This design comes from an exercise in tuning for small area and a short achievable clock period on the open sky130 flow, not from production work.
RTL that was checked went through simulation tests only; none was proved equivalent to the original.
For runs 1 and 2, only the layout was checked, not whether the RTL still works.
In every run shown here, the design's own scripts or RTL, not TritonCTS, make the clock network.
No driver is modelled on the clock port, so clock power and skew are understated where the tree is cut down; a real chip needs a root buffer or a tree.
No activity file was given, so power comes from the tool's default toggle rates.

===== flow/run.sh =====
#!/bin/bash
# Own flow: the standard layout, except that
#  - the clock tree is built by flow/mcts.tcl (a shallow tree of clock
#    buffers over flip-flop clusters found by recursive bisection) instead
#    of TritonCTS,
#  - the port buffers are buf_4 (buffer_ports otherwise picks a delay
#    buffer, which is slow on the input and output paths), and
#  - sky130_fd_sc_hd__a222oi_1, which comes in one weak size only, is added
#    to the platform's don't-use list, so that synthesis does not put it on
#    paths that the resizer then cannot speed up.
# Every tool's output goes to the ORFS logs under orfs/logs; this script's
# own output goes to run.log.
set -euo pipefail
cd "$(dirname "$0")/.."
exec > >(tee run.log) 2>&1
DU="sky130_fd_sc_hd__probe_p_8 sky130_fd_sc_hd__probec_p_8 sky130_fd_sc_hd__lpflow_bleeder_1 sky130_fd_sc_hd__lpflow_clkbufkapwr_1 sky130_fd_sc_hd__lpflow_clkbufkapwr_16 sky130_fd_sc_hd__lpflow_clkbufkapwr_2 sky130_fd_sc_hd__lpflow_clkbufkapwr_4 sky130_fd_sc_hd__lpflow_clkbufkapwr_8 sky130_fd_sc_hd__lpflow_clkinvkapwr_1 sky130_fd_sc_hd__lpflow_clkinvkapwr_16 sky130_fd_sc_hd__lpflow_clkinvkapwr_2 sky130_fd_sc_hd__lpflow_clkinvkapwr_4 sky130_fd_sc_hd__lpflow_clkinvkapwr_8 sky130_fd_sc_hd__lpflow_decapkapwr_12 sky130_fd_sc_hd__lpflow_decapkapwr_3 sky130_fd_sc_hd__lpflow_decapkapwr_4 sky130_fd_sc_hd__lpflow_decapkapwr_6 sky130_fd_sc_hd__lpflow_decapkapwr_8 sky130_fd_sc_hd__lpflow_inputiso0n_1 sky130_fd_sc_hd__lpflow_inputiso0p_1 sky130_fd_sc_hd__lpflow_inputiso1n_1 sky130_fd_sc_hd__lpflow_inputiso1p_1 sky130_fd_sc_hd__lpflow_inputisolatch_1 sky130_fd_sc_hd__lpflow_isobufsrc_1 sky130_fd_sc_hd__lpflow_isobufsrc_16 sky130_fd_sc_hd__lpflow_isobufsrc_2 sky130_fd_sc_hd__lpflow_isobufsrc_4 sky130_fd_sc_hd__lpflow_isobufsrc_8 sky130_fd_sc_hd__lpflow_isobufsrckapwr_16 sky130_fd_sc_hd__lpflow_lsbuf_lh_hl_isowell_tap_1 sky130_fd_sc_hd__lpflow_lsbuf_lh_hl_isowell_tap_2 sky130_fd_sc_hd__lpflow_lsbuf_lh_hl_isowell_tap_4 sky130_fd_sc_hd__lpflow_lsbuf_lh_isowell_4 sky130_fd_sc_hd__lpflow_lsbuf_lh_isowell_tap_1 sky130_fd_sc_hd__lpflow_lsbuf_lh_isowell_tap_2 sky130_fd_sc_hd__lpflow_lsbuf_lh_isowell_tap_4 sky130_fd_sc_hd__a222oi_1"
bash standard.sh DONT_USE_CELLS="$DU" PRE_CTS_TCL="$PWD/flow/cts_hook.tcl" \
  BUFFER_PORTS_ARGS="-buffer_cell sky130_fd_sc_hd__buf_4" finish

===== flow/cts_hook.tcl =====
# PRE_CTS_TCL hook: build the clock tree by hand (flow/mcts.tcl) in place of
# TritonCTS, then let the rest of ORFS's CTS step (legalisation, timing
# repair) run as usual.
source [file join [file dirname [info script]] mcts.tcl]
set mcts_levels {{256 sky130_fd_sc_hd__clkbuf_4} {16 sky130_fd_sc_hd__clkbuf_16} {4 sky130_fd_sc_hd__clkbuf_16}}
if {[info exists ::env(MCTS_LEVELS)]} { set mcts_levels $::env(MCTS_LEVELS) }
mcts_build2 $mcts_levels
rename clock_tree_synthesis tritoncts_unused
proc clock_tree_synthesis {args} {
  puts "clock tree built by flow/mcts.tcl"
  set_propagated_clock [all_clocks]
}

===== flow/mcts.tcl =====
proc mcts_split {items n} {
  # items: list of {obj x y}; return n groups (n a power of 2)
  if {$n <= 1} { return [list $items] }
  set xs {}; set ys {}
  foreach it $items { lappend xs [lindex $it 1]; lappend ys [lindex $it 2] }
  set xs [lsort -integer $xs]; set ys [lsort -integer $ys]
  set dx [expr {[lindex $xs end]-[lindex $xs 0]}]
  set dy [expr {[lindex $ys end]-[lindex $ys 0]}]
  set k [expr {$dx >= $dy ? 1 : 2}]
  set s [lsort -integer -index $k $items]
  set h [expr {[llength $s]/2}]
  set a [lrange $s 0 [expr {$h-1}]]; set b [lrange $s $h end]
  return [concat [mcts_split $a [expr {$n/2}]] [mcts_split $b [expr {$n/2}]]]
}
proc mcts_build2 {levels} {
  # levels: list of {ngroups master} from the leaves up
  set block [ord::get_db_block]
  set db [ord::get_db]
  set clknet [$block findNet clk]
  set items {}
  foreach it [$clknet getITerms] {
    set l [[$it getInst] getLocation]
    lappend items [list $it [lindex $l 0] [lindex $l 1]]
  }
  set lvl 0
  foreach lv $levels {
    lassign $lv ng bn
    set buf [$db findMaster $bn]
    set next {}
    set gi 0
    foreach grp [mcts_split $items $ng] {
      set sx 0; set sy 0
      foreach item $grp { set sx [expr {$sx+[lindex $item 1]}]; set sy [expr {$sy+[lindex $item 2]}] }
      set n [llength $grp]
      set cx [expr {int($sx/$n)}]; set cy [expr {int($sy/$n)}]
      set bi [odb::dbInst_create $block $buf "ctsbuf_L${lvl}_${gi}"]
      $bi setLocation $cx $cy
      $bi setPlacementStatus PLACED
      set net [odb::dbNet_create $block "clknet_L${lvl}_${gi}"]
      $net setSigType CLOCK
      foreach item $grp { set it [lindex $item 0]; $it disconnect; $it connect $net }
      [$bi findITerm X] connect $net
      lappend next [list [$bi findITerm A] $cx $cy]
      incr gi
    }
    puts "mcts: level $lvl: [llength $next] x $bn for [llength $items] loads"
    set items $next
    incr lvl
  }
  foreach item $items { [lindex $item 0] connect $clknet }
}

===== standard.sh =====
#!/bin/bash
# synth_recipe.tcl (not shown) runs the flow's synth.tcl, then flattens the netlist and writes it again
# the make line also repeats each setting of config.mk as NAME=value (left out here)
make -C /OpenROAD-flow-scripts/flow DESIGN_CONFIG=/design/flow/config.mk WORK_HOME=/design/flow/orfs CLKGATE_MAP_FILE= SYNTH_SCRIPT=/design/flow/synth_recipe.tcl "${@:-finish}"

===== config.mk =====
export PLATFORM = sky130hd
export DESIGN_NAME = syn_fifo
export DESIGN_NICKNAME = syn_fifo
export VERILOG_FILES = /design/flow/design.v
export SDC_FILE = /design/flow/constraint.sdc
export NUM_CORES = 8
export LEC_CHECK = 0
export CAP_MARGIN = 20
export CORE_MARGIN = 2
export CORE_UTILIZATION = 60
export SETUP_SLACK_MARGIN = 2.35
export SLEW_MARGIN = 20
export SYNTH_MEMORY_MAX_BITS = 4096

===== constraint.sdc =====
create_clock -name core_clock -period 4.0 [get_ports {clk}]
set_input_delay 0.8000 -clock core_clock [delete_from_list [all_inputs] [get_ports {clk}]]
set_output_delay 0.8000 -clock core_clock [all_outputs]
set_load 0.01 [all_outputs]

===== design.v =====
module ram_dp_ar_aw (
  input             clk,
  input             we,         
  input      [15:0] wlo,        
  input      [15:0] whi,        
  input       [7:0] wdata,
  input      [63:0] row_sel,    
  output reg [127:0] col_q      
);
reg [7:0] mem [0:255];
genvar wi;
generate
  for (wi = 0; wi < 256; wi = wi + 1) begin : wr_g
    always @(posedge clk)
      if (we && whi[wi/16] && wlo[wi%16])
        mem[wi] <= wdata;
  end
endgenerate
integer r, c;
function integer grp(input integer col);
  grp = (col == 0) ? 0 : (col <= 5) ? 1 : (col <= 10) ? 2 : 3;
endfunction
reg [127:0] col_d;
always @(*) begin
  col_d = 128'd0;
  for (c = 0; c < 16; c = c + 1)
    for (r = 0; r < 16; r = r + 1)
      col_d[8*c +: 8] = col_d[8*c +: 8] |
        (mem[16*r+c] & {8{row_sel[16*grp(c) + r]}});
end
always @(posedge clk)
  col_q <= col_d;
endmodule
module syn_fifo (
  input        clk,
  input        rst,
  input        wr_cs,
  input        rd_cs,
  input  [7:0] data_in,
  input        rd_en,
  input        wr_en,
  output [7:0] data_out,
  output       empty,
  output       full
);
wire wr = wr_cs & wr_en;
wire rd = rd_cs & rd_en;
reg        wr_q;
reg  [7:0] din_q, din_qq;
reg  [15:1] wr_lo_h;           
reg         wr_lo0_n;          
reg  [15:1] wr_hi_h;           
reg         wr_hi0_n;
wire [15:0] wr_lo = {wr_lo_h, ~wr_lo0_n};
wire [15:0] wr_hi = {wr_hi_h, ~wr_hi0_n};
always @(posedge clk or posedge rst)
  if (rst)
    wr_q <= 1'b0;
  else
    wr_q <= wr;
always @(posedge clk) begin
  din_q  <= data_in;
  din_qq <= din_q;
end
always @(posedge clk or posedge rst)
  if (rst) begin
    wr_lo_h  <= 15'd0;
    wr_lo0_n <= 1'b0;
    wr_hi_h  <= 15'd0;
    wr_hi0_n <= 1'b0;
  end else if (wr_q) begin
    wr_lo_h  <= wr_lo[14:0];
    wr_lo0_n <= ~wr_lo[15];
    if (wr_lo[15]) begin
      wr_hi_h  <= wr_hi[14:0];
      wr_hi0_n <= ~wr_hi[15];
    end
  end
reg  [15:1] rd_col_h;
reg         rd_col0_n;
wire [15:0] rd_col = {rd_col_h, ~rd_col0_n};
wire [15:0] rd_col_nx = rd ? {rd_col[14:0], rd_col[15]} : rd_col;
always @(posedge clk or posedge rst)
  if (rst) begin
    rd_col_h  <= 15'd0;
    rd_col0_n <= 1'b0;
  end else begin
    rd_col_h  <= rd_col_nx[15:1];
    rd_col0_n <= ~rd_col_nx[0];
  end
localparam [15:0] GHI = {4'd15, 4'd10, 4'd5, 4'd0};    
reg  [15:1] rd_rows_h [0:3];
reg  [3:0]  rd_rows0_n;
wire [63:0] rd_rows;
genvar gg;
generate
  for (gg = 0; gg < 4; gg = gg + 1) begin : ring_g
    wire [15:0] cur = {rd_rows_h[gg], ~rd_rows0_n[gg]};
    assign rd_rows[16*gg +: 16] = cur;
    always @(posedge clk or posedge rst)
      if (rst) begin
        rd_rows_h[gg]  <= 15'd0;
        rd_rows0_n[gg] <= 1'b0;
      end else if (rd && rd_col[GHI[4*gg +: 4]]) begin
        rd_rows_h[gg]  <= cur[14:0];
        rd_rows0_n[gg] <= ~cur[15];
      end
  end
endgenerate
reg  [7:0] cnt_q;
reg        inc_q, dec_q;
reg        empty_r, is1, is2, is254, full_r;
wire       not_empty = ~empty_r;
reg        byp1, byp2;     
wire       inc = wr & ~rd;
wire       dec = rd & ~wr;
wire [7:0] cnt = cnt_q + {{7{dec_q}}, dec_q | inc_q};
wire       cnt_is3   = inc_q ? (cnt_q == 8'd2)   : dec_q ? (cnt_q == 8'd4)   : (cnt_q == 8'd3);
wire       cnt_is253 = inc_q ? (cnt_q == 8'd252) : dec_q ? (cnt_q == 8'd254) : (cnt_q == 8'd253);
always @(posedge clk or posedge rst)
  if (rst) begin
    cnt_q <= 8'd0;
    inc_q <= 1'b0;
    dec_q <= 1'b0;
  end else begin
    cnt_q <= cnt;
    inc_q <= inc;
    dec_q <= dec;
  end
always @(posedge clk or posedge rst)
  if (rst) begin
    is1        <= 1'b0;
    is2        <= 1'b0;
    is254      <= 1'b0;
  end else if (dec) begin
    is1        <= is2;
    is2        <= cnt_is3;
    is254      <= full_r;
  end else if (inc) begin
    is1        <= ~not_empty;
    is2        <= is1;
    is254      <= cnt_is253;
  end
always @(posedge clk)
  if (rst) begin
    empty_r    <= 1'b1;
    full_r     <= 1'b0;
  end else if (dec) begin
    empty_r    <= is1;
    full_r     <= 1'b0;
  end else if (inc) begin
    empty_r    <= 1'b0;
    full_r     <= is254;
  end
wire byp1_nx = wr   & (rd ? is1 : ~not_empty);
wire byp2_nx = wr_q & (rd ? is2 : is1);
always @(posedge clk or posedge rst)
  if (rst) begin
    byp1 <= 1'b0;
    byp2 <= 1'b0;
  end else begin
    byp1 <= byp1_nx;
    byp2 <= byp2_nx;
  end
assign empty = empty_r;
assign full  = full_r;
reg  [15:1] col_sel_h;
reg         col_sel0_n;
wire [15:0] col_sel = {col_sel_h, ~col_sel0_n};
wire [15:0] col_sel_nx = rd_col_nx & {16{~(byp1_nx | byp2_nx)}};
always @(posedge clk or posedge rst)
  if (rst) begin
    col_sel_h  <= 15'd0;
    col_sel0_n <= 1'b0;
  end else begin
    col_sel_h  <= col_sel_nx[15:1];
    col_sel0_n <= ~col_sel_nx[0];
  end
wire [127:0] col_q;
reg  [7:0]  head;
integer c;
always @(*) begin
  head = (din_q & {8{byp1}}) | (din_qq & {8{byp2}});
  for (c = 0; c < 16; c = c + 1)
    head = head | (col_q[8*c +: 8] & {8{col_sel[c]}});
end
reg [7:0] data_out_r;
always @(posedge clk)
  if (rst)
    data_out_r <= 8'd0;
  else if (rd)
    data_out_r <= head;
assign data_out = data_out_r;
ram_dp_ar_aw DP_RAM (
  .clk      (clk),
  .we       (wr_q),
  .wlo      (wr_lo),
  .whi      (wr_hi),
  .wdata    (din_q),
  .row_sel  (rd_rows),
  .col_q    (col_q)
);
endmodule

==> results of run 1 <==
[path summary, 6_finish.rpt]
path                                                     to                    startpoint  slack (ps)  cells past startpoint
worst max-delay path                            data_out[0]    data_out_r[0]$_SDFFE_PP0P_        2050                      1
worst min-delay path                   wr_lo0_n$_DFFE_PP0P_                           rst         300                      2
worst max register to register    DP_RAM.col_q[108]$_DFF_P_  rd_rows_h[3][14]$_DFFE_PP0P_        2160                      6
worst min register to register     DP_RAM.col_q[52]$_DFF_P_  DP_RAM.mem[118][4]$_DFFE_PP_         490                      2
max in group asynchronous       rd_rows_h[2][5]$_DFFE_PP0P_                           rst        2710                      3
min in group core_clock                    din_q[1]$_DFF_P_                    data_in[1]         330                      1
[state kept, by name, summed over array words and instances, names as in the netlist, 4 cells and up]
| signal | count |
|---|---|
| data_out_r | 8 |
| col_sel_h | 15 |
| rd_rows_h | 60 |
| cnt_q | 8 |
| rd_col_h | 15 |
| DP_RAM.col_q | 128 |
| wr_lo_h | 15 |
| din_q | 8 |
| rd_rows0_n | 4 |
| wr_hi_h | 15 |
| din_qq | 8 |
| DP_RAM.mem | 2048 |
[cells in the mapped netlist (4+ instances only)]
master	number
edfxtp_1	2048
a221oi_1	521
a22o_1	408
clkbuf_1	295
and3_1	236
nand2_1	204
o21ai_0	163
dfxtp_1	154
inv_1	153
dfrtp_1	144
nand4_1	131
mux2_2	57
a21oi_1	33
buf_2	33
a22oi_1	26
nor2_1	21
a21o_1	15
and2_1	15
buf_1	11
ha_1	9
buf_6	6
a221o_1	5
a2111oi_2	4
nor3_1	4
xnor2_1	4
[cell families (layout without fill, tap and decap cells)]
family | after synthesis | after routing | synth area share, %
AO/OA/AOI/OAI | 1195 | 1195 | 11.55
XOR/XNOR | 6 | 6 | 0.06250
adder cells (fa/ha/maj) | 10 | 10 | 0.1577
buffers and inverters | 499 | 847 | 2.333
flip-flops | 2346 | 2346 | 81.09
multiplexers | 60 | 60 | 0.7991
other | 0 | 13 | 0
AND/OR/NAND/NOR | 629 | 631 | 4.012
[power breakdown]
group | switching, mW | internal (mW)
clock network | 7.40 | 3.89
registers | 1.44 | 27.4
logic | 2.89 | 2.09
total | 11.7 | 33.3
[repair_timing]
item	CTS	global route
gates resized for setup	735	270
pin swaps	61	98
setup endpoints to repair	2789	793
gates cloned	5	22
buffers inserted	216	53
[through the flow]
step	instances	power, mW	worst slack (ps)	instance area (um^2)
3_5_place_dp	6399	32.60	1438	86280
6_report	6984	45.06	2048	96610
5_1_grt	6972	46.16	2037	96580
2_1_floorplan	4745	30.30	596.6	84120
4_1_cts	6896	44.37	2038	94250
3_3_place_gp	6399	32.58	1491	86280
[per-layer routing]
| layer | vias up | global-route usage [%] |
|---|---|---|
| met5 | - | 0 |
| met4 | 8 | 13.22 |
| met3 | 538 | 6.676 |
| met2 | 3212 | 54.91 |
| met1 | 25720 | 52.42 |
| li1 | 20100 | - |
[cell type report]
cell class | instances | area (um^2)
Buffer | 276 | 2422
Inverter | 154 | 594.3
Multi-Input combinational cell | 1902 | 17090
Fill cell | 9063 | 42750
Antenna cell | 13 | 32.53
Tap cell | 1876 | 2347
Sequential cell | 2346 | 68490
Timing Repair Buffer | 417 | 5638
==> metrics.md, run 1 <==
| Metric | Value |
|---|---|
| Outcome | finished clean |
| Commonest cells after routing, fill and taps aside | edfxtp_1 (2048), a22o_1 (396), a221oi_2 (256), clkbuf_4 (256), a221oi_1 (229) |
| Critical-path cell list | buf_6 |
| Detail Route Antenna Nets | 0 |
| Total Wirelength | 264.4 mm |
| Ys async rst share | 6.138% |
| DR vias/cell | 7.098 |
| Worst-skew pair later-pin latency | 600 ps |
| DRT iter0 DRCs | 7374 |
| Final hold violation count | 0 |
| Fmax | 512.3 MHz |
| First-pass GRT wire length | 360.6 mm |
| Detailed placement HPWL | 143.7 mm |
| Mean Syn Cell Area | 17.72 um^2 |
| Leakage | 32.46 nW |
| Final min period | 1952 ps |
| Most common cell after layout, fill and taps aside | edfxtp_1 |
| FF+latch count, synth | 2346 |
| CP delay by family, top | flip-flops |
| Largest cells by area after synthesis | edfxtp_1 (73%), a221oi_1 (5.4%), dfrtp_1 (4.3%), a22o_1 (4.2%), dfxtp_1 (3.7%) |
| Gr ovfl total | 0 |
| Number of global-route vias before repair | 47080 |
| Pins Over Slew Limit | 0 |
| Unrepaired setup endpoints after global routing | yes |
| CP bufs+invs | 1 |
| Worst path required time | 3200 ps |
| Synth Flop Type | edfxtp_1 |
| GR Util All Layers | 35.97% |
| Critical path launch point type | flip-flop |
| Initial antenna violation count | 14 |
| Die W | 378.4 um |
| Max-cap violations | 0 |
| Share of layout cells above drive strength 1 | 28.48% |
| Number of synthesized flops with an enable pin | 2048 |
| Hold_buf cts | 0 |
| Syn Inst Count | 4745 |
| WP data arrival | 1150 ps |
| WHS | 297.8 ps |
| Routed WL per cell | 37.86 um |
| Largest net degree at the start of global routing | 121 |
| Worst hold-check path type | input port to async pin |
| Max_slew headroom | 40.46% |
| Worst path slowest cell | dfxtp_4 |
| Die Area | 143200 um^2 |
| Num rows | 137 |
| Nets | 5121 |
| Post-synthesis net count | 4769 |
| Met3 WL | 28.65 mm |
| Clock transition at the registers of the reported paths | 100 ps |
| Via count | 49570 |
| M1 WL | 103.2 mm |
| Finished Core Util | 69.33% |
| Area of the mapped netlist | 84090 um^2 |
| Chip height | 378.4 um |
| Clock Skew | 34.27 ps |
| Yosys top cell area share | 73.14% |
| WL met2 | 121.8 mm |
| RePlAce Congestion | 0.8847 |
| Seq/Total Area, Yosys | 81.09% |
| Crit path largest cell delay | 440 ps |
| Top Layer Used | met5 |
| Setup TNS | 0 ps |
| Max VDD drop | 0.2752 mV |
| P&R area growth vs syn | 14.90% |
| Fin crit share | 48.80% |
| Pwr Density | 466.4 nW/um^2 |
| Total iterations of the first detailed-routing run | 5 |
| Remaining DRCs | 0 |
| Count of unique library cells instantiated by Yosys | 51 |
| Core Box Area | 139400 um^2 |
| Yosys Warn Count | 4 |
| Critical path fanouts, max | 2 |
| Setup CP Type | flip-flop to primary output |
| CP endpoint kind | primary output |
| Initial Util | 60.34% |
| # IOs | 24 |
| Tightest Pin Transition | 893.0 ps |
| Largest area contributor in the netlist | edfxtp_1 |
| Buffers on Ports | 23 |
| Final Setup Violations | 0 |
==> run 2, diff against run 1 <==
--- a/config.mk
+++ b/config.mk
@@ -8,6 +8,6 @@
 export CAP_MARGIN = 20
 export CORE_MARGIN = 2
 export CORE_UTILIZATION = 60
-export SETUP_SLACK_MARGIN = 2.35
+export SETUP_SLACK_MARGIN = 2.2
 export SLEW_MARGIN = 20
 export SYNTH_MEMORY_MAX_BITS = 4096
==> run 2 against run 1 <==
Still clean. Critical path depth is the same. Sequential power is essentially flat. Register-to-register slack is essentially flat. Sequential cell count is the same. Combinational power shrank 22%. Routed wire length shrank 5.2%. First-iteration DRC count shrank 3.9%. Clock skew grew 0.51 ps. Global-route usage shrank 1.2 points. Fmax grew 0.14%. Critical path type unchanged. Critical endpoint is now data_out[5]. Largest power group unchanged. Highest routed layer unchanged.
==> metrics.md, run 2 <==
| Metric | Value |
|---|---|
| Final worst slack | 2051 ps (+2.690 ps) |
| Critical path fanouts, max | 2 (unchanged) |
| Largest register FFs | 2048 (unchanged) |
| Reg power frac | 65.5% (+1.6 points) |
| Most common cell after layout, fill and taps aside | edfxtp_1 |
| Hold_buf cts | 0 (unchanged) |
| Pint | 32.69 mW (-1.9%) |
| Number of synthesized flops with an enable pin | 2048 (unchanged) |
| Max_slew headroom | 43.74% (+3.3 points) |
| Synth Flop Type | edfxtp_1 |
| CP delay by family, top | flip-flops |
| Top flop regs | DP_RAM.mem x2048, DP_RAM.col_q x128, rd_rows_h x60 |
| GR Util All Layers | 34.77% (-1.2 points) |
| Buffers on Ports | 23 (unchanged) |
| RePlAce Congestion | 0.8847 (unchanged) |
| Largest net degree at the start of global routing | 121 (unchanged) |
| DRT iter0 DRCs | 7086 (-3.9%) |
| DP Worst Slack | 1438 ps (unchanged) |
| # IOs | 24 (unchanged) |
| Yosys top cell area share | 73.14% (unchanged) |
| Num rows | 137 (unchanged) |
| WP data arrival | 1150 ps (about the same) |
| Largest area contributor in the netlist | edfxtp_1 |
| Yosys Warn Count | 4 (unchanged) |
| Initial Util | 60.34% (unchanged) |
| Most common cell in the netlist | edfxtp_1 |
| CP endpoint kind | primary output |
| Commonest cells after routing, fill and taps aside | edfxtp_1 (2048), a221oi_1 (431), a22o_1 (408) |
| Worst-skew pair later-pin latency | 590 ps (about the same) |
| Final min period | 1949 ps (-2.690 ps) |
| FF+latch count, synth | 2346 (unchanged) |
| Worst path slowest cell | dfxtp_4 |
| Final hold violation count | 0 (unchanged) |
| Count of unique library cells instantiated by Yosys | 51 (unchanged) |
| Largest cells by area after synthesis | edfxtp_1 (73%), a221oi_1 (5.4%), dfrtp_1 (4.3%), a22o_1 (4.2%), dfxtp_1 (3.7%) |
| Total Wirelength | 250.7 mm (-5.2%) |
| Chip height | 378.4 um (unchanged) |
| Ys async rst share | 6.138% (unchanged) |
| Mean Syn Cell Area | 17.72 um^2 (unchanged) |
| Share of layout cells above drive strength 1 | 19.17% (-9.3 points) |
| Max-cap violations | 0 (unchanged) |
| Gr ovfl total | 0 (unchanged) |
| Clock transition at the registers of the reported paths | 110 ps (about the same) |
| Detailed placement HPWL | 143.7 mm (unchanged) |
| Core Box Area | 139400 um^2 (unchanged) |
| Critical path launch point type | flip-flop |
| Initial antenna violation count | 21 (+7) |
| Routed WL per cell | 36.77 um (-2.9%) |
| Seq/Total Area, Yosys | 81.09% (unchanged) |
| Logic pwr share | 8.8% (-2.2 points) |
| Net Sw Frac | 25.67% (-0.35 points) |
| Fillers | 9688 (+6.9%) |
| Detail Route Antenna Nets | 0 (unchanged) |
| Crit path largest cell delay | 430 ps (about the same) |
| Setup TNS | 0 ps (unchanged) |
| Worst path required time | 3200 ps (about the same) |
| Worst hold-check path type | input port to async pin |
| Leakage | 30.52 nW (-6.0%) |
| Syn Inst Count | 4745 (unchanged) |
| Critical-path cell list | buf_6 |
| Post-synthesis net count | 4769 (unchanged) |
| Final Setup Violations | 0 (unchanged) |
| Number of global-route vias before repair | 45910 (-2.5%) |
| Clock Skew | 34.79 ps (+0.5126 ps) |
| Fin crit share | 48.73% (-0.067 points) |
| Most flops, register | DP_RAM.mem |
| Post-synth top cells | edfxtp_1 (2048), a221oi_1 (521), a22o_1 (408), clkbuf_1 (295), and3_1 (236) |
| CP bufs+invs | 1 (unchanged) |
| P_sw | 11.29 mW (-3.7%) |
| Setup CP Type | flip-flop to primary output |
| Remaining DRCs | 0 (unchanged) |
| Clock power share | 25.6% (+0.5 points) |
| Nets | 4944 (-3.5%) |
| Area of the mapped netlist | 84090 um^2 (unchanged) |
| Die W | 378.4 um (unchanged) |
| Unrepaired setup endpoints after global routing | yes |
| Via count | 48060 (-3.0%) |
| Pins Over Slew Limit | 0 (unchanged) |
| Die Area | 143200 um^2 (unchanged) |
| Outcome | finished clean |
| Reg2reg path depth | 5 (-1) |
| Max VDD drop | 0.2825 mV (+2.6%) |
| Total iterations of the first detailed-routing run | 7 (+2) |
| DR vias/cell | 7.050 (-0.67%) |
| First-pass GRT wire length | 350.0 mm (-2.9%) |
| Cell depth of the worst setup path | 1 (unchanged) |
| Tightest Pin Transition | 843.8 ps (-49.19 ps) |
| Register Area | 68470 um^2 (about the same) |
| Multi-input gate area | 14970 um^2 (-12%) |
| P&R area growth vs syn | 8.979% |
| Fmax | 513.0 MHz (+0.14%) |
| Pwr Density | 480.0 nW/um^2 (+2.9%) |
run 2: cell counts after synthesis:
No cell type changed its count.
run 2: final timing paths:
kind / endpoint / slack, ps / startpoint
worst max-delay path: data_out[5] / 2050 / data_out_r[5]$_SDFFE_PP0P_
worst min-delay path: rd_col_h[2]$_DFF_PP0_ / 290 / rst
worst max register to register: DP_RAM.col_q[111]$_DFF_P_ / 2150 / rd_rows_h[3][15]$_DFFE_PP0P_
worst min register to register: DP_RAM.col_q[81]$_DFF_P_ / 480 / DP_RAM.mem[218][1]$_DFFE_PP_
max in group asynchronous: rd_rows_h[2][6]$_DFFE_PP0P_ / 2720 / rst
min in group core_clock: din_q[1]$_DFF_P_ / 330 / data_in[1]
run 2: per-layer routing:
| layer | vias up | part of all wire [%] | GRT usage [%] |
|---|---|---|---|
| li1 | 19710 | - | - |
| met1 | 25010 | 40 | 51.11 |
| met2 | 2880 | 47 | 53.23 |
| met3 | 458 | 10 | 6.649 |
| met4 | 8 | 3.5 | 11.08 |
| met5 | - | 0.019 | 0 |
run 2: area by class of cell:
type | instances | share of cell area (%)
Sequential cell | 2346 | 74.72
Multi-Input combinational cell | 1900 | 16.33
Timing Repair Buffer | 242 | 3.045
Buffer | 276 | 2.643
Tap cell | 1876 | 2.562
Inverter | 154 | 0.6376
Antenna cell | 23 | 0.06281
run 2: power by group through the flow:
stage               combinational [mW]  clock, mW  sequential [mW]
floorplan                         2.04          0             28.3
global placement                  3.13          0             29.4
detailed placement                3.16          0             29.4
CTS                               3.67       11.3             28.8
global route                      4.10       12.2             28.8
finish                            3.88       11.3             28.8
run 2: timing repair:
item / 4_1_cts / 5_1_grt
setup endpoints to repair: 2223 / 736
gates resized for setup: 323 / 110
pin swaps: 14 / 14
endpoints found under the hold margin: 0 / 0
setup buffers: 101 / 18
run 2: through the flow:
stage          util, %  instance area [um^2]  instances  hold WS, ps  total power [mW]
6_report         65.75                 91640       6817        289.1             43.98
5_1_grt          65.72                 91580       6795        282.6             45.14
4_1_cts          65.29                 90980       6776        272.7             43.72
3_5_place_dp     61.91                 86280       6399        468.2             32.60
3_3_place_gp     61.91                 86280       6399        450.1             32.58
2_1_floorplan        -                 84120       4745        443.3             30.30
run 2: kinds of logic after synthesis:
kind of cell | count (synthesis) | synth area share, %
simple gates | 629 | 4.012
mux | 60 | 0.7991
xor+xnor | 6 | 0.06250
buf+inv | 499 | 2.333
flops | 2346 | 81.09
compound gates | 1195 | 11.55
fa+ha+maj | 10 | 0.1577
==> run 3, diff against run 2 <==
--- a/design.v
+++ b/design.v
@@ -109,8 +109,8 @@
 endgenerate
 reg  [7:0] cnt_q;
 reg        inc_q, dec_q;
-reg        empty_r, is1, is2, is254, full_r;
-wire       not_empty = ~empty_r;
+reg        not_empty, is1, is2, is254, is255;
+reg        empty_r, full_r;      
 reg        byp1, byp2;     
 wire       inc = wr & ~rd;
 wire       dec = rd & ~wr;
@@ -129,17 +129,23 @@
   end
 always @(posedge clk or posedge rst)
   if (rst) begin
+    not_empty  <= 1'b0;
     is1        <= 1'b0;
     is2        <= 1'b0;
     is254      <= 1'b0;
+    is255      <= 1'b0;
   end else if (dec) begin
+    not_empty  <= ~is1;
     is1        <= is2;
     is2        <= cnt_is3;
-    is254      <= full_r;
+    is254      <= is255;
+    is255      <= 1'b0;
   end else if (inc) begin
+    not_empty  <= 1'b1;
     is1        <= ~not_empty;
     is2        <= is1;
     is254      <= cnt_is253;
+    is255      <= is254;
   end
 always @(posedge clk)
   if (rst) begin
@@ -184,12 +190,15 @@
   for (c = 0; c < 16; c = c + 1)
     head = head | (col_q[8*c +: 8] & {8{col_sel[c]}});
 end
-reg [7:0] data_out_r;
+reg [7:0] data_out_r, data_keep_n;
 always @(posedge clk)
-  if (rst)
-    data_out_r <= 8'd0;
-  else if (rd)
-    data_out_r <= head;
+  if (rst) begin
+    data_out_r  <= 8'd0;
+    data_keep_n <= 8'hff;
+  end else begin
+    data_out_r  <= rd ? head : ~data_keep_n;
+    data_keep_n <= rd ? ~head : data_keep_n;
+  end
 assign data_out = data_out_r;
 ram_dp_ar_aw DP_RAM (
   .clk      (clk),
==> flow/cts_hook.tcl (replaced) <==
# PRE_CTS_TCL hook: move the output port buffers next to the flip-flops
# that drive them (flow/obuf.tcl), build the clock tree by hand
# (flow/mcts.tcl) in place of
# TritonCTS, then let the rest of ORFS's CTS step (legalisation, timing
# repair) run as usual.
source [file join [file dirname [info script]] mcts.tcl]
source [file join [file dirname [info script]] obuf.tcl]
obuf_move
set mcts_levels {{128 sky130_fd_sc_hd__clkbuf_8} {16 sky130_fd_sc_hd__clkbuf_16} {4 sky130_fd_sc_hd__clkbuf_16}}
if {[info exists ::env(MCTS_LEVELS)]} { set mcts_levels $::env(MCTS_LEVELS) }
mcts_build2 $mcts_levels
rename clock_tree_synthesis tritoncts_unused
proc clock_tree_synthesis {args} {
  puts "clock tree built by flow/mcts.tcl"
  set_propagated_clock [all_clocks]
}
==> flow/obuf.tcl (new file) <==
# Move each output port's buffer next to the flip-flop that drives it, so
# that the flip-flop sees a short wire and the buffer drives the long one
# to the pin. The buffer stays; detailed placement legalises it afterwards.
proc obuf_move {} {
  set block [ord::get_db_block]
  set n 0
  foreach bt [$block getBTerms] {
    if {[$bt getIoType] ne "OUTPUT"} { continue }
    set net [$bt getNet]
    foreach it [$net getITerms] {
      if {![$it isOutputSignal]} { continue }
      set buf [$it getInst]
      set in [lindex [lmap x [$buf getITerms] {expr {[$x isInputSignal] ? $x : [continue]}}] 0]
      set inet [$in getNet]
      foreach d [$inet getITerms] {
        if {![$d isOutputSignal]} { continue }
        set ff [$d getInst]
        lassign [$ff getLocation] x y
        set w [[$ff getMaster] getWidth]
        $buf setLocation [expr {$x + $w}] $y
        $buf setPlacementStatus PLACED
        incr n
      }
    }
  }
  puts "obuf_move: moved $n output buffers"
}
==> run 3 against run 2 <==
Sequential share of layout area shrank 0.16 points. Area after synthesis is 0.31% higher. Routed wire length barely moved. Critical path type is now flip-flop to flip-flop. Critical path depth did not move. Combinational power shrank 3%. Setup slack better by 87 ps. Sequential cell count is 10 higher.
==> metrics.md, run 3 <==
| Metric | Value |
|---|---|
| Outcome | finished clean |
| Clock Skew | 32.83 ps (-1.952 ps) |
| Remaining DRCs | 0 (unchanged) |
| Critical path fanouts, max | 18 (+16) |
| Total iterations of the first detailed-routing run | 6 (-1) |
| Critical-path cell list | and3_1 |
| FF-to-FF setup slack | 2140 ps (about the same) |
| Fin crit share | 46.56% (-2.2 points) |
| CP bufs+invs | 0 (-1) |
| Gr ovfl total | 0 (unchanged) |
| Hold_buf cts | 0 (unchanged) |
| Share of layout cells above drive strength 1 | 18.58% (-0.59 points) |
| Syn Inst Count | 4769 (+0.51%) |
| Setup TNS | 0 ps (unchanged) |
| Initial antenna violation count | 13 (-38%) |
| Max-cap violations | 0 (unchanged) |
| Worst hold-check path type | input port to flip-flop |
| Number of synthesized flops with an enable pin | 2048 (unchanged) |
| Reg2reg path depth | 1 (-4) |
| Compound-Gate Fraction of Synth Area | 11.53% (-0.012 points) |
| GR Util All Layers | 34.48% (-0.29 points) |
| Post-synth top cells | edfxtp_1 (2048), a221oi_1 (518), a22o_1 (390), clkbuf_1 (301), and3_1 (226) |
| Unrepaired setup endpoints after global routing | yes |
| Main combinational cell family by area after synthesis | compound AO/OA/AOI/OAI gates |
| Worst-skew pair later-pin latency | 570 ps (-20 ps) |
| Post-synthesis mux area share | 0.7729% (-0.026 points) |
| Finished Core Util | 65.98% (+0.23 points) |
| WHS | 356.9 ps (+67.76 ps) |
| Initial Util | 60.45% (+0.11 points) |
| Final min period | 1862 ps (-86.96 ps) |
| Die W | 378.9 um (+0.15%) |
| Fillers | 9685 (-0.031%) |
| Area of the mapped netlist | 84340 um^2 (+0.31%) |
| Post-Synth XOR/XNOR Area | 0.06231% (-0.00019 points) |
| FF+latch count, synth | 2356 (+0.43%) |
| CP delay by family, top | flip-flops |
| Setup CP Type | flip-flop to flip-flop |
| Total Wirelength | 250.6 mm (about the same) |
| Area share of fa/ha/maj cells after synthesis | 0.1572% (-0.00048 points) |
| Final hold violation count | 0 (unchanged) |
| Placed cells | 6430 (+0.48%) |
| Commonest cells after routing, fill and taps aside | edfxtp_1 (2048), a221oi_1 (436), a22o_1 (390) |
| Yosys Warn Count | 4 (unchanged) |
| Max VDD drop | 0.3602 mV (+28%) |
| Number of global-route vias before repair | 44670 (-2.7%) |
| Detail Route Antenna Nets | 0 (unchanged) |
| Yosys top cell area share | 72.91% (-0.22 points) |
| Mean Syn Cell Area | 17.69 um^2 (-0.20%) |
| WP data arrival | 2060 ps (+910 ps) |
| Post-synthesis net count | 4793 (+0.50%) |
| Worst path required time | 4200 ps (+1000 ps) |
| Count of unique library cells instantiated by Yosys | 52 (+2.0%) |
| Most common cell after layout, fill and taps aside | edfxtp_1 |
| Num rows | 137 (unchanged) |
| Largest net degree at the start of global routing | 124 (+2.5%) |
| Pwr Density | 471.8 nW/um^2 (-1.7%) |
| Seq/Total Area, Yosys | 81.09% (about the same) |
| Via count | 47690 (-0.77%) |
| DRT iter0 DRCs | 6324 (-11%) |
| Simple-gate share of the synthesized area | 4.082% (+0.071 points) |
| Routed WL per cell | 37.28 um (+1.4%) |
| Cell depth of the worst setup path | 1 (unchanged) |
| Synth Flop Type | edfxtp_1 |
| Largest cells by area after synthesis | edfxtp_1 (73%), a221oi_1 (5.4%), dfrtp_1 (4.3%), a22o_1 (4.0%), dfxtp_1 (3.8%) |
| CP Launch Point | wr_hi_h[3]$_DFFE_PP0P_ |
| Largest register FFs | 2048 (unchanged) |
| First-pass GRT wire length | 346.9 mm (-0.86%) |
| Fmax | 537.0 MHz (+4.7%) |
| Top flop regs | DP_RAM.mem x2048, DP_RAM.col_q x128, rd_rows_h x60 |
| Ys async rst share | 6.197% (+0.059 points) |
| DR vias/cell | 7.094 (+0.62%) |
| Leakage | 30.32 nW (-0.65%) |
| R2r startpoint | wr_hi_h[3]$_DFFE_PP0P_ |
| Final Setup Violations | 0 (unchanged) |
| P&R area growth vs syn | 9.159% |
| Pins Over Slew Limit | 0 (unchanged) |
| Most common cell in the netlist | edfxtp_1 |
| Critical Path End | DP_RAM.mem[49][7]$_DFFE_PP_ |
| Post-Layout Cell Count | 6723 (-1.4%) |
| R2R Path End | DP_RAM.mem[49][7]$_DFFE_PP_ |
| Worst path slowest cell | dfrtp_4 |
| Detailed placement HPWL | 144.5 mm (+0.53%) |
| RePlAce Congestion | 0.8860 (+0.15%) |
| Most flops, register | DP_RAM.mem |
| CP endpoint kind | flip-flop |
| Core Box Area | 139500 um^2 (+0.12%) |
| Clock transition at the registers of the reported paths | 120 ps (about the same) |
| # IOs | 24 (unchanged) |
| Buffers on Ports | 23 (unchanged) |
| Largest area contributor in the netlist | edfxtp_1 |
| Chip height | 378.9 um (+0.15%) |
| Critical path launch point type | flip-flop |
| Crit path largest cell delay | 840 ps (+410 ps) |
| Final Total Pwr | 43.43 mW (-1.2%) |
| Max_slew headroom | 42.79% (-0.96 points) |
| Die Area | 143600 um^2 (+0.30%) |
| Nets | 4853 (-1.8%) |
| Tightest Pin Transition | 858.2 ps (+14.33 ps) |
run 3: repair_timing:
| item | in CTS | in global routing |
|---|---|---|
| endpoints found under the setup margin | 2416 | 732 |
| gates resized for setup | 433 | 87 |
| buffers inserted | 91 | 31 |
| pin swaps | 12 | 12 |
| gates cloned | 2 | 1 |
run 3: cells by family after synthesis:
| group | count (synthesis) |
|---|---|
| xor+xnor | 6 |
| flops | 2356 |
| fa+ha+maj | 10 |
| mux | 58 |
| buf+inv | 499 |
| simple gates | 641 |
| compound gates | 1199 |
run 3: report_power, final:
| group | internal (mW) | switching [mW] | leakage [nW] |
|---|---|---|---|
| sequential | 27.4 | 1.38 | 21.6 |
| combinational | 1.37 | 2.40 | 7.53 |
| clock | 3.83 | 7.07 | 1.17 |
run 3: final cells by class:
class / count / area [um^2] / share of cell area [%]
Sequential cell: 2356 / 68650 / 74.56
Antenna cell: 20 / 50.05 / 0.05436
Buffer: 148 / 2262 / 2.457
Tap cell: 1876 / 2347 / 2.549
Multi-Input combinational cell: 1915 / 15200 / 16.51
Inverter: 154 / 589.3 / 0.6401
Timing Repair Buffer: 254 / 2973 / 3.229
run 3: how the worst min path moves through the flow:
stage / start / endpoint / slack [ps] / cells after the start
2_1_floorplan: data_keep_n[1]$_SDFFE_PP1P_ / data_out_r[1]$_SDFF_PP0_ / 420 / 1
4_1_cts: data_in[4] / din_q[4]$_DFF_P_ / 340 / 1
3_5_place_dp: data_keep_n[1]$_SDFFE_PP1P_ / data_out_r[1]$_SDFF_PP0_ / 450 / 1
5_1_grt: data_in[0] / din_q[0]$_DFF_P_ / 340 / 1
3_3_place_gp: data_keep_n[3]$_SDFFE_PP1P_ / data_keep_n[3]$_SDFFE_PP1P_ / 440 / 2
6_report: data_in[4] / din_q[4]$_DFF_P_ / 360 / 1
run 3: per-layer routing:
layer	wire [um]	GRT usage [%]
met1	97330	49.91
met2	117200	53.90
met3	26440	6.502
met4	9640	10.50
met5	27	0
run 3: per-stage QoR:
step,worst slack [ps],area (um^2)
3_3_place_gp,1357,86670
4_1_cts,2118,91330
6_report,2138,92070
2_1_floorplan,1203,84390
5_1_grt,2079,92020
3_5_place_dp,1310,86670
==> run 4, diff against run 3 <==
--- a/flow/cts_hook.tcl
+++ b/flow/cts_hook.tcl
@@ -9,6 +9,7 @@
 set mcts_levels {{128 sky130_fd_sc_hd__clkbuf_8} {16 sky130_fd_sc_hd__clkbuf_16} {4 sky130_fd_sc_hd__clkbuf_16}}
 if {[info exists ::env(MCTS_LEVELS)]} { set mcts_levels $::env(MCTS_LEVELS) }
 mcts_build2 $mcts_levels
+mcts_fix_leaves 0.11 sky130_fd_sc_hd__clkbuf_16
 rename clock_tree_synthesis tritoncts_unused
 proc clock_tree_synthesis {args} {
   puts "clock tree built by flow/mcts.tcl"
--- a/flow/mcts.tcl
+++ b/flow/mcts.tcl
@@ -49,3 +49,29 @@
   }
   foreach item $items { [lindex $item 0] connect $clknet }
 }
+
+# Leaf buffers (level 0) whose flip-flops see a clock slew above lim (ns,
+# placement estimate) are swapped for master big.
+proc mcts_fix_leaves {lim big} {
+  set block [ord::get_db_block]
+  set bigm [[ord::get_db] findMaster $big]
+  set_propagated_clock [all_clocks]
+  estimate_parasitics -placement
+  set n 0
+  foreach inst [$block getInsts] {
+    if {![string match ctsbuf_L0_* [$inst getName]]} { continue }
+    set net [[$inst findITerm X] getNet]
+    set worst 0
+    foreach it [$net getITerms] {
+      if {[$it isOutputSignal]} { continue }
+      set pin [get_pins [$it getName]]
+      set s [get_property $pin slew_max]
+      if {$s > $worst} { set worst $s }
+    }
+    if {$worst > $lim && [[$inst getMaster] getName] ne $big} {
+      $inst swapMaster $bigm
+      incr n
+    }
+  }
+  puts "mcts: $n leaf buffers swapped for $big"
+}
==> run 4 against run 3 <==
Now fails the layout checks on antenna rules. Routed wire length decreased by 0.15%. Final area is 0.30% higher. Clock skew up 17 ps. Combinational power decreased by 1%. Fmax down 0.35%. Largest cell class unchanged. Critical path type unchanged.
==> metrics.md, run 4 <==
| Metric | Value |
|---|---|
| Critical path launch point type | flip-flop |
| CP endpoint kind | flip-flop |
| Clock transition at the registers of the reported paths | 100 ps (-20 ps) |
| Pwr Density | 477.8 nW/um^2 (+1.3%) |
| Core Box Area | 139500 um^2 (unchanged) |
| Tightest Pin Transition | 828.1 ps (-30.05 ps) |
| Number of global-route vias before repair | 44720 (+0.13%) |
| Max VDD drop | 0.3624 mV (+0.60%) |
| Detail Route Antenna Nets | 1 (+1) |
| Final hold violation count | 0 (unchanged) |
| Buffers on Ports | 23 (unchanged) |
| GR Util All Layers | 34.47% (about the same) |
| DR vias/cell | 7.051 (-0.61%) |
| First-pass GRT wire length | 346.8 mm (about the same) |
| Multi-input gate area | 15120 um^2 (-0.54%) |
| Commonest cells after routing, fill and taps aside | edfxtp_1 (2048), a221oi_1 (430), a22o_1 (390) |
| Pint | 33.19 mW (+1.8%) |
| Nets | 4857 (+0.082%) |
| Max_slew headroom | 44.68% (+1.9 points) |
| Fillers | 9642 (-0.44%) |
| Remaining DRCs | 0 (unchanged) |
| Seq/Total Area, Yosys | 81.09% (unchanged) |
| Largest area contributor in the netlist | edfxtp_1 |
| Outcome | finished with violations |
| Area share of fa/ha/maj cells after synthesis | 0.1572% (unchanged) |
| Initial Util | 60.45% (unchanged) |
| Net Sw Frac | 24.78% (-0.19 points) |
| Total iterations of the first detailed-routing run | 6 (unchanged) |
| Post-synthesis mux area share | 0.7729% (unchanged) |
| Fmax | 535.1 MHz (-0.35%) |
| Clock Skew | 50.10 ps (+17.27 ps) |
| Main combinational cell family by area after synthesis | compound AO/OA/AOI/OAI gates |
| Worst path required time | 4430 ps (+230 ps) |
| WHS | 361.8 ps (+4.920 ps) |
| Simple-gate share of the synthesized area | 4.082% (unchanged) |
| Max-cap violations | 0 (unchanged) |
| WP data arrival | 2300 ps (+240 ps) |
| Num rows | 137 (unchanged) |
| Yosys Warn Count | 4 (unchanged) |
| Gr ovfl total | 0 (unchanged) |
| Critical path fanouts, max | 8 (-10) |
| Share of layout cells above drive strength 1 | 18.69% (+0.11 points) |
| Ys async rst share | 6.197% (unchanged) |
| Yosys top cell area share | 72.91% (unchanged) |
| RePlAce Congestion | 0.8860 (unchanged) |
| Reg power frac | 65.2% (-1.0 points) |
| Die Area | 143600 um^2 (unchanged) |
| Top flop regs | DP_RAM.mem x2048, DP_RAM.col_q x128, rd_rows_h x60 |
| Synth Flop Type | edfxtp_1 |
| P_sw | 10.93 mW (+0.79%) |
| Chip height | 378.9 um (unchanged) |
| Initial antenna violation count | 16 (+3) |
| Hold_buf cts | 0 (unchanged) |
| Most flops, register | DP_RAM.mem |
| Final Setup Violations | 0 (unchanged) |
| Post-Synth XOR/XNOR Area | 0.06231% (unchanged) |
| Most common cell after layout, fill and taps aside | edfxtp_1 |
| Largest register FFs | 2048 (unchanged) |
| Finished Core Util | 66.18% (+0.20 points) |
| Total Wirelength | 250.2 mm (-0.15%) |
| Fin crit share | 46.72% (+0.17 points) |
| Worst-skew pair later-pin latency | 580 ps (about the same) |
| Count of unique library cells instantiated by Yosys | 52 (unchanged) |
| Detailed placement HPWL | 144.5 mm (unchanged) |
| Final min period | 1869 ps (+6.630 ps) |
| Fail Reasons | antenna rules |
| Via count | 47470 (-0.47%) |
| Setup CP Type | flip-flop to flip-flop |
| Number of synthesized flops with an enable pin | 2048 (unchanged) |
| Syn Inst Count | 4769 (unchanged) |
| Leakage | 30.55 nW (+0.75%) |
| Post-synth top cells | edfxtp_1 (2048), a221oi_1 (518), a22o_1 (390), clkbuf_1 (301), and3_1 (226) |
| Logic pwr share | 8.5% (-0.2 points) |
| FF+latch count, synth | 2356 (unchanged) |
| Mean Syn Cell Area | 17.69 um^2 (unchanged) |
| Register Area | 68640 um^2 (about the same) |
| Area of the mapped netlist | 84340 um^2 (unchanged) |
| # IOs | 24 (unchanged) |
| Die W | 378.9 um (unchanged) |
| Pins Over Slew Limit | 0 (unchanged) |
| DRT iter0 DRCs | 6236 (-1.4%) |
| Unrepaired setup endpoints after global routing | yes |
| Placed cells | 6430 (unchanged) |
| Routed WL per cell | 37.17 um (-0.28%) |
| Largest cells by area after synthesis | edfxtp_1 (73%), a221oi_1 (5.4%), dfrtp_1 (4.3%), a22o_1 (4.0%), dfxtp_1 (3.8%) |
| P&R area growth vs syn | 9.485% |
| Worst hold-check path type | input port to flip-flop |
| Compound-Gate Fraction of Synth Area | 11.53% (unchanged) |
| Largest net degree at the start of global routing | 124 (unchanged) |
| Most common cell in the netlist | edfxtp_1 |
| Final Total Pwr | 44.12 mW (+1.6%) |
| Clock power share | 26.3% (+1.2 points) |
| Post-synthesis net count | 4793 (unchanged) |
| Post-Layout Cell Count | 6732 (+0.13%) |
| Setup TNS | 0 ps (unchanged) |
[run 4: changes by cell type in the layout (fill, tap and decap cells not counted), moves of 2 or more]
cell,previous run,this run
and3_2,170,197
clkbuf_8,128,100
buf_4,143,147
and2_1,8,5
buf_12,48,51
a221oi_1,436,430
a221oi_4,1,3
a221oi_2,81,85
clkbuf_16,21,49
and2_2,7,10
and3_4,39,5
buf_8,14,12
and3_1,17,24
diode_2,20,25
[run 4: cell families after synthesis]
group                      count (synthesis)
and+or+nand+nor                          641
buffers and inverters                    499
adders and majority gates                 10
xor gates and xnor gates                   6
AOI/OAI and AO/OA                       1199
DFF                                     2356
muxes                                     58
[run 4: timing repair]
item / in CTS / in global routing
pin swaps: 12 / 13
gates cloned: 0 / 2
setup endpoints to repair: 2411 / 975
buffers inserted: 97 / 30
gates resized for setup: 400 / 84
[run 4: layout make-up]
type                    instances  area share (%)
diodes                         25         0.06775
plain buffers                 148           2.791
inverters                     154          0.6382
flip-flops and latches       2356           74.34
well taps                    1876           2.542
multi-input cells            1915           16.37
repair buffers                258           3.255
[run 4: final timing paths]
kind / slack, ps / start / cells after the start / end
min reg2reg: 480 / data_keep_n[6]$_SDFFE_PP1P_ / 2 / data_keep_n[6]$_SDFFE_PP1P_
max in group asynchronous: 2710 / rst / 3 / wr_hi_h[3]$_DFFE_PP0P_
max: 2130 / col_sel_h[12]$_DFF_PP0_ / 3 / data_out_r[6]$_SDFF_PP0_
min in group asynchronous: 500 / rst / 2 / col_sel_h[10]$_DFF_PP0_
min: 360 / data_in[4] / 1 / din_q[4]$_DFF_P_
max reg2reg: 2130 / col_sel_h[12]$_DFF_PP0_ / 3 / data_out_r[6]$_SDFF_PP0_
[run 4: critical path: stages (launching register included)]
cell and delay, ps:
dfrtp_1 620, a22oi_1 590, nand2_1 170, o31a_1 360
[run 4: power by group through the flow]
stage	logic (mW)	clock network (mW)	registers (mW)
final	3.73	11.6	28.8
after global routing	3.93	12.4	28.8
after CTS	3.58	11.6	28.7
after detailed placement	3.10	0	29.4
after global placement	3.07	0	29.4
after floorplan	1.93	0	28.3
[run 4: routing by layer]
layer | up-vias | GRT usage [%] | routed length (um)
met3 | 447 | 6.302 | 26020
li1 | 19430 | - | -
met2 | 2799 | 53.88 | 118000
met4 | 12 | 10.58 | 8659
met5 | - | 0 | 82
met1 | 24780 | 50.02 | 97480
[run 4: metrics by stage]
stage	instance area, um^2	setup slack [ps]
after detailed placement	86670	1310
final	92340	2131
after floorplan	84390	1203
after global routing	92280	2088
after global placement	86670	1357
after CTS	91590	1985
==> run 5, diff against run 4 <==
--- a/config.mk
+++ b/config.mk
@@ -7,7 +7,7 @@
 export LEC_CHECK = 0
 export CAP_MARGIN = 20
 export CORE_MARGIN = 2
-export CORE_UTILIZATION = 60
+export CORE_UTILIZATION = 70
 export SETUP_SLACK_MARGIN = 2.2
 export SLEW_MARGIN = 20
 export SYNTH_MEMORY_MAX_BITS = 4096
==> run 5 against run 4 <==
The run now finishes clean. Area after synthesis unchanged. Combinational power up 7.2%. Sequential share of layout area up 0.31 points. First-iteration DRC count up 27%. Core utilization up 11 points. Sequential cell count unchanged. Clock skew up 2.1 ps. Power down 1.3%.
==> metrics.md, run 5 <==
| Metric | Value |
|---|---|
| RePlAce Congestion | 0.9143 (+3.2%) |
| Setup CP Type | flip-flop to flip-flop |
| Final worst slack | 2135 ps (+3.850 ps) |
| Worst-skew pair later-pin latency | 570 ps (about the same) |
| Fmax | 536.2 MHz (+0.21%) |
| Outcome | finished clean |
| Clock power share | 25.4% (-0.9 points) |
| Logic pwr share | 9.2% (+0.7 points) |
| Initial antenna violation count | 11 (-5) |
| Most common cell after layout, fill and taps aside | edfxtp_1 |
| Chip height | 351.1 um (-7.3%) |
| Max-cap violations | 0 (unchanged) |
| Area of the mapped netlist | 84340 um^2 (unchanged) |
| Die Area | 123300 um^2 (-14%) |
| Hold path depth | 1 (unchanged) |
| Top flop regs | DP_RAM.mem x2048, DP_RAM.col_q x128, rd_rows_h x60 |
| Reg power frac | 65.4% (+0.2 points) |
| Syn Inst Count | 4769 (unchanged) |
| Synth Flop Type | edfxtp_1 |
| Yosys Warn Count | 4 (unchanged) |
| Initial Util | 70.49% (+10 points) |
| DRT iter0 DRCs | 7950 (+27%) |
| P&R area growth vs syn | 9.002% |
| Yosys top cell area share | 72.91% (unchanged) |
| Number of synthesized flops with an enable pin | 2048 (unchanged) |
| DP Worst Slack | 1159 ps (-151.1 ps) |
| Mean Syn Cell Area | 17.69 um^2 (unchanged) |
| Largest cells by area after synthesis | edfxtp_1 (73%), a221oi_1 (5.4%), dfrtp_1 (4.3%), a22o_1 (4.0%), dfxtp_1 (3.8%) |
| Detailed placement HPWL | 138.8 mm (-3.9%) |
| Final Setup Violations | 0 (unchanged) |
| Pwr Density | 473.4 nW/um^2 (-0.91%) |
| Nets | 4882 (+0.51%) |
| Largest net degree at the start of global routing | 153 (+23%) |
| Leakage | 30.58 nW (+0.11%) |
| Design Area, Final | 91940 um^2 (-0.44%) |
| Worst path required time | 4220 ps (-210 ps) |
| Placed inst area | 86390 um^2 (-0.32%) |
| FF+latch count, synth | 2356 (unchanged) |
| Post-synth top cells | edfxtp_1 (2048), a221oi_1 (518), a22o_1 (390), clkbuf_1 (301), and3_1 (226) |
| Critical path fanouts, max | 12 (+4) |
| # IOs | 24 (unchanged) |
| Critical-path cell list | buf_4 -> and3_2 |
| Fin crit share | 46.63% (-0.096 points) |
| Critical path launch point type | flip-flop |
| GR Util All Layers | 38.07% (+3.6 points) |
| Total iterations of the first detailed-routing run | 7 (+1) |
| Pins Over Slew Limit | 0 (unchanged) |
| Share of layout cells above drive strength 1 | 19.09% (+0.40 points) |
| Finished Core Util | 76.83% (+11 points) |
| Final min period | 1865 ps (-3.850 ps) |
| Largest area contributor in the netlist | edfxtp_1 |
| Crit path largest cell delay | 580 ps (-40 ps) |
| Pint | 32.88 mW (-0.91%) |
| Unrepaired setup endpoints after global routing | yes |
| DR vias/cell | 7.391 (+4.8%) |
| Tightest Pin Transition | 1092 ps (+263.6 ps) |
| Routed WL per cell | 36.50 um (-1.8%) |
| Post-synthesis net count | 4793 (unchanged) |
| Max_slew headroom | 27.22% (-17 points) |
| Setup TNS | 0 ps (unchanged) |
| Max VDD drop | 0.4075 mV (+12%) |
| Worst hold-check path type | input port to flip-flop |
| Final Total Pwr | 43.52 mW (-1.3%) |
| Seq/Total Area, Yosys | 81.09% (unchanged) |
| Most flops, register | DP_RAM.mem |
| Number of global-route vias before repair | 44990 (+0.59%) |
| Largest register FFs | 2048 (unchanged) |
| First-pass GRT wire length | 330.8 mm (-4.6%) |
| Gr ovfl total | 0 (unchanged) |
| WP data arrival | 2080 ps (-220 ps) |
| Worst path slowest cell | dfrtp_2 |
| Total Wirelength | 236.6 mm (-5.4%) |
| CP endpoint kind | flip-flop |
| Count of unique library cells instantiated by Yosys | 52 (unchanged) |
| P_sw | 10.64 mW (-2.7%) |
| Die W | 351.1 um (-7.3%) |
| Num rows | 127 (-7.3%) |
| Remaining DRCs | 0 (unchanged) |
| Clock Skew | 52.25 ps (+2.149 ps) |
| Commonest cells after routing, fill and taps aside | edfxtp_1 (2048), a221oi_1 (426), a22o_1 (390) |
| Ys async rst share | 6.197% (unchanged) |
| Core Box Area | 119700 um^2 (-14%) |
| Via count | 47920 (+0.95%) |
| Buffers on Ports | 23 (unchanged) |
| Most common cell in the netlist | edfxtp_1 |
| Clock transition at the registers of the reported paths | 110 ps (about the same) |
| Final hold violation count | 0 (unchanged) |
| Reg2reg path depth | 2 (-1) |
| Net Sw Frac | 24.44% (-0.34 points) |
| Detail Route Antenna Nets | 0 (-1) |
run 5: changes by cell type in the layout (fill, tap and decap cells not counted), sizes merged:
cell      previous run  this run
inv                153       152
diode               25        15
clkbuf             149       151
nand2              213       214
clkinvlp             1         2
buf                257       280
nor2                21        20
run 5: per-stage QoR:
step,hold slack (ps),instances
detailed placement,452.4,6181
global placement,443.0,6181
finish,346.4,6483
CTS,337.5,6437
global route,340.8,6469
floorplan,422.7,4769
run 5: worst max-delay path, delay by kind of cell, from the launching register on:
| kind | cells | cell delay [ps] |
|---|---|---|
| flops | 1 | 580 |
| simple gates | 1 | 460 |
| buf+inv | 1 | 460 |
run 5: logic make-up (layout without fill, tap and decap cells):
| group | after synthesis | count (layout) | share of synthesized area, % |
|---|---|---|---|
| flops | 2356 | 2356 | 81.09 |
| compound gates | 1199 | 1199 | 11.53 |
| simple gates | 641 | 642 | 4.082 |
| buf+inv | 499 | 585 | 2.299 |
| mux | 58 | 58 | 0.7729 |
| fa+ha+maj | 10 | 10 | 0.1573 |
| xor+xnor | 6 | 6 | 0.06230 |
| other cells | 0 | 15 | 0 |
run 5: power groups by stage:
stage / registers (mW) / logic, mW / clock network, mW
2_1_floorplan: 28.3 / 1.93 / 0
3_3_place_gp: 29.0 / 3.29 / 0
3_5_place_dp: 29.0 / 3.35 / 0
4_1_cts: 28.4 / 3.77 / 10.9
5_1_grt: 28.5 / 4.15 / 11.7
6_report: 28.5 / 4.00 / 11.1
run 5: final timing paths:
path	startpoint	endpoint	slack (ps)
worst max-delay path	wr_hi_h[1]$_DFFE_PP0P_	DP_RAM.mem[20][4]$_DFFE_PP_	2130
min in group asynchronous	rst	rd_col_h[1]$_DFF_PP0_	510
max in group asynchronous	rst	rd_rows_h[3][12]$_DFFE_PP0P_	2560
worst max register to register	wr_hi_h[1]$_DFFE_PP0P_	DP_RAM.mem[20][4]$_DFFE_PP_	2130
worst min-delay path	data_in[4]	din_q[4]$_DFF_P_	350
worst min register to register	DP_RAM.mem[168][7]$_DFFE_PP_	DP_RAM.col_q[71]$_DFF_P_	460
run 5: routing by layer:
layer	share of wire, %	wire (um)	track usage [%]	up-vias
li1	-	-	-	19460
met1	36	86120	55.74	24410
met2	47	110100	58.51	3523
met3	12	29510	6.927	528
met4	4.6	10900	14.28	0
met5	0	0	0	-
run 5: final cells by class:
class                   count  area (um^2)
plain buffers             148         2397
multi-input cells        1915        15120
diodes                     15        37.54
fillers                  6697        27720
well taps                1612         2017
repair buffers            283         3141
flip-flops and latches   2356        68630
inverters                 154        593.1
run 5: timing repair:
action                                  4_1_cts  5_1_grt
setup buffers                               107       27
endpoints found under the setup margin     2220      821
resized for setup                           410      135
hold buffers                                  0        0
gates cloned                                  1        4
pin swaps                                    28       35

## afterwards: timing with drivers on the ports
Ports are ideal in the flow. The routed layouts listed here were re-timed in OpenROAD. Step 1 assumes that a clkbuf_16 drives the clock port and a buf_2 every other input. Step 2 also shifts input and output timing later by t, the mid clock arrival at the registers, as if the neighbouring blocks saw the same clock. a / b / c = no drivers / after step 1 / after step 2; a / b = the first two.
run | shift t [ns] | setup WS [ns] | worst setup path at the end | clock arrival spread, ns | worst register clock-pin slew, ns
run 1 | 0.766 | 2.048 / 1.860 / 1.711 | input to register | 0.037 / 0.037 | 0.12 / 0.12
run 2 | 0.764 | 2.051 / 1.863 / 1.673 | input to register | 0.038 / 0.039 | 0.11 / 0.11
run 3 | 0.736 | 2.138 / 1.973 / 1.691 | input to register | 0.034 / 0.034 | 0.12 / 0.12
run 4 | 0.738 | 2.131 / 2.005 / 1.671 | input to register | 0.054 / 0.054 | 0.12 / 0.12
run 5 | 0.732 | 2.135 / 1.985 / 1.713 | input to register | 0.060 / 0.061 | 0.12 / 0.12
The setup slack of run 4, which loses most, moves by -0.126 ns with the drivers and by -0.460 ns with both steps.
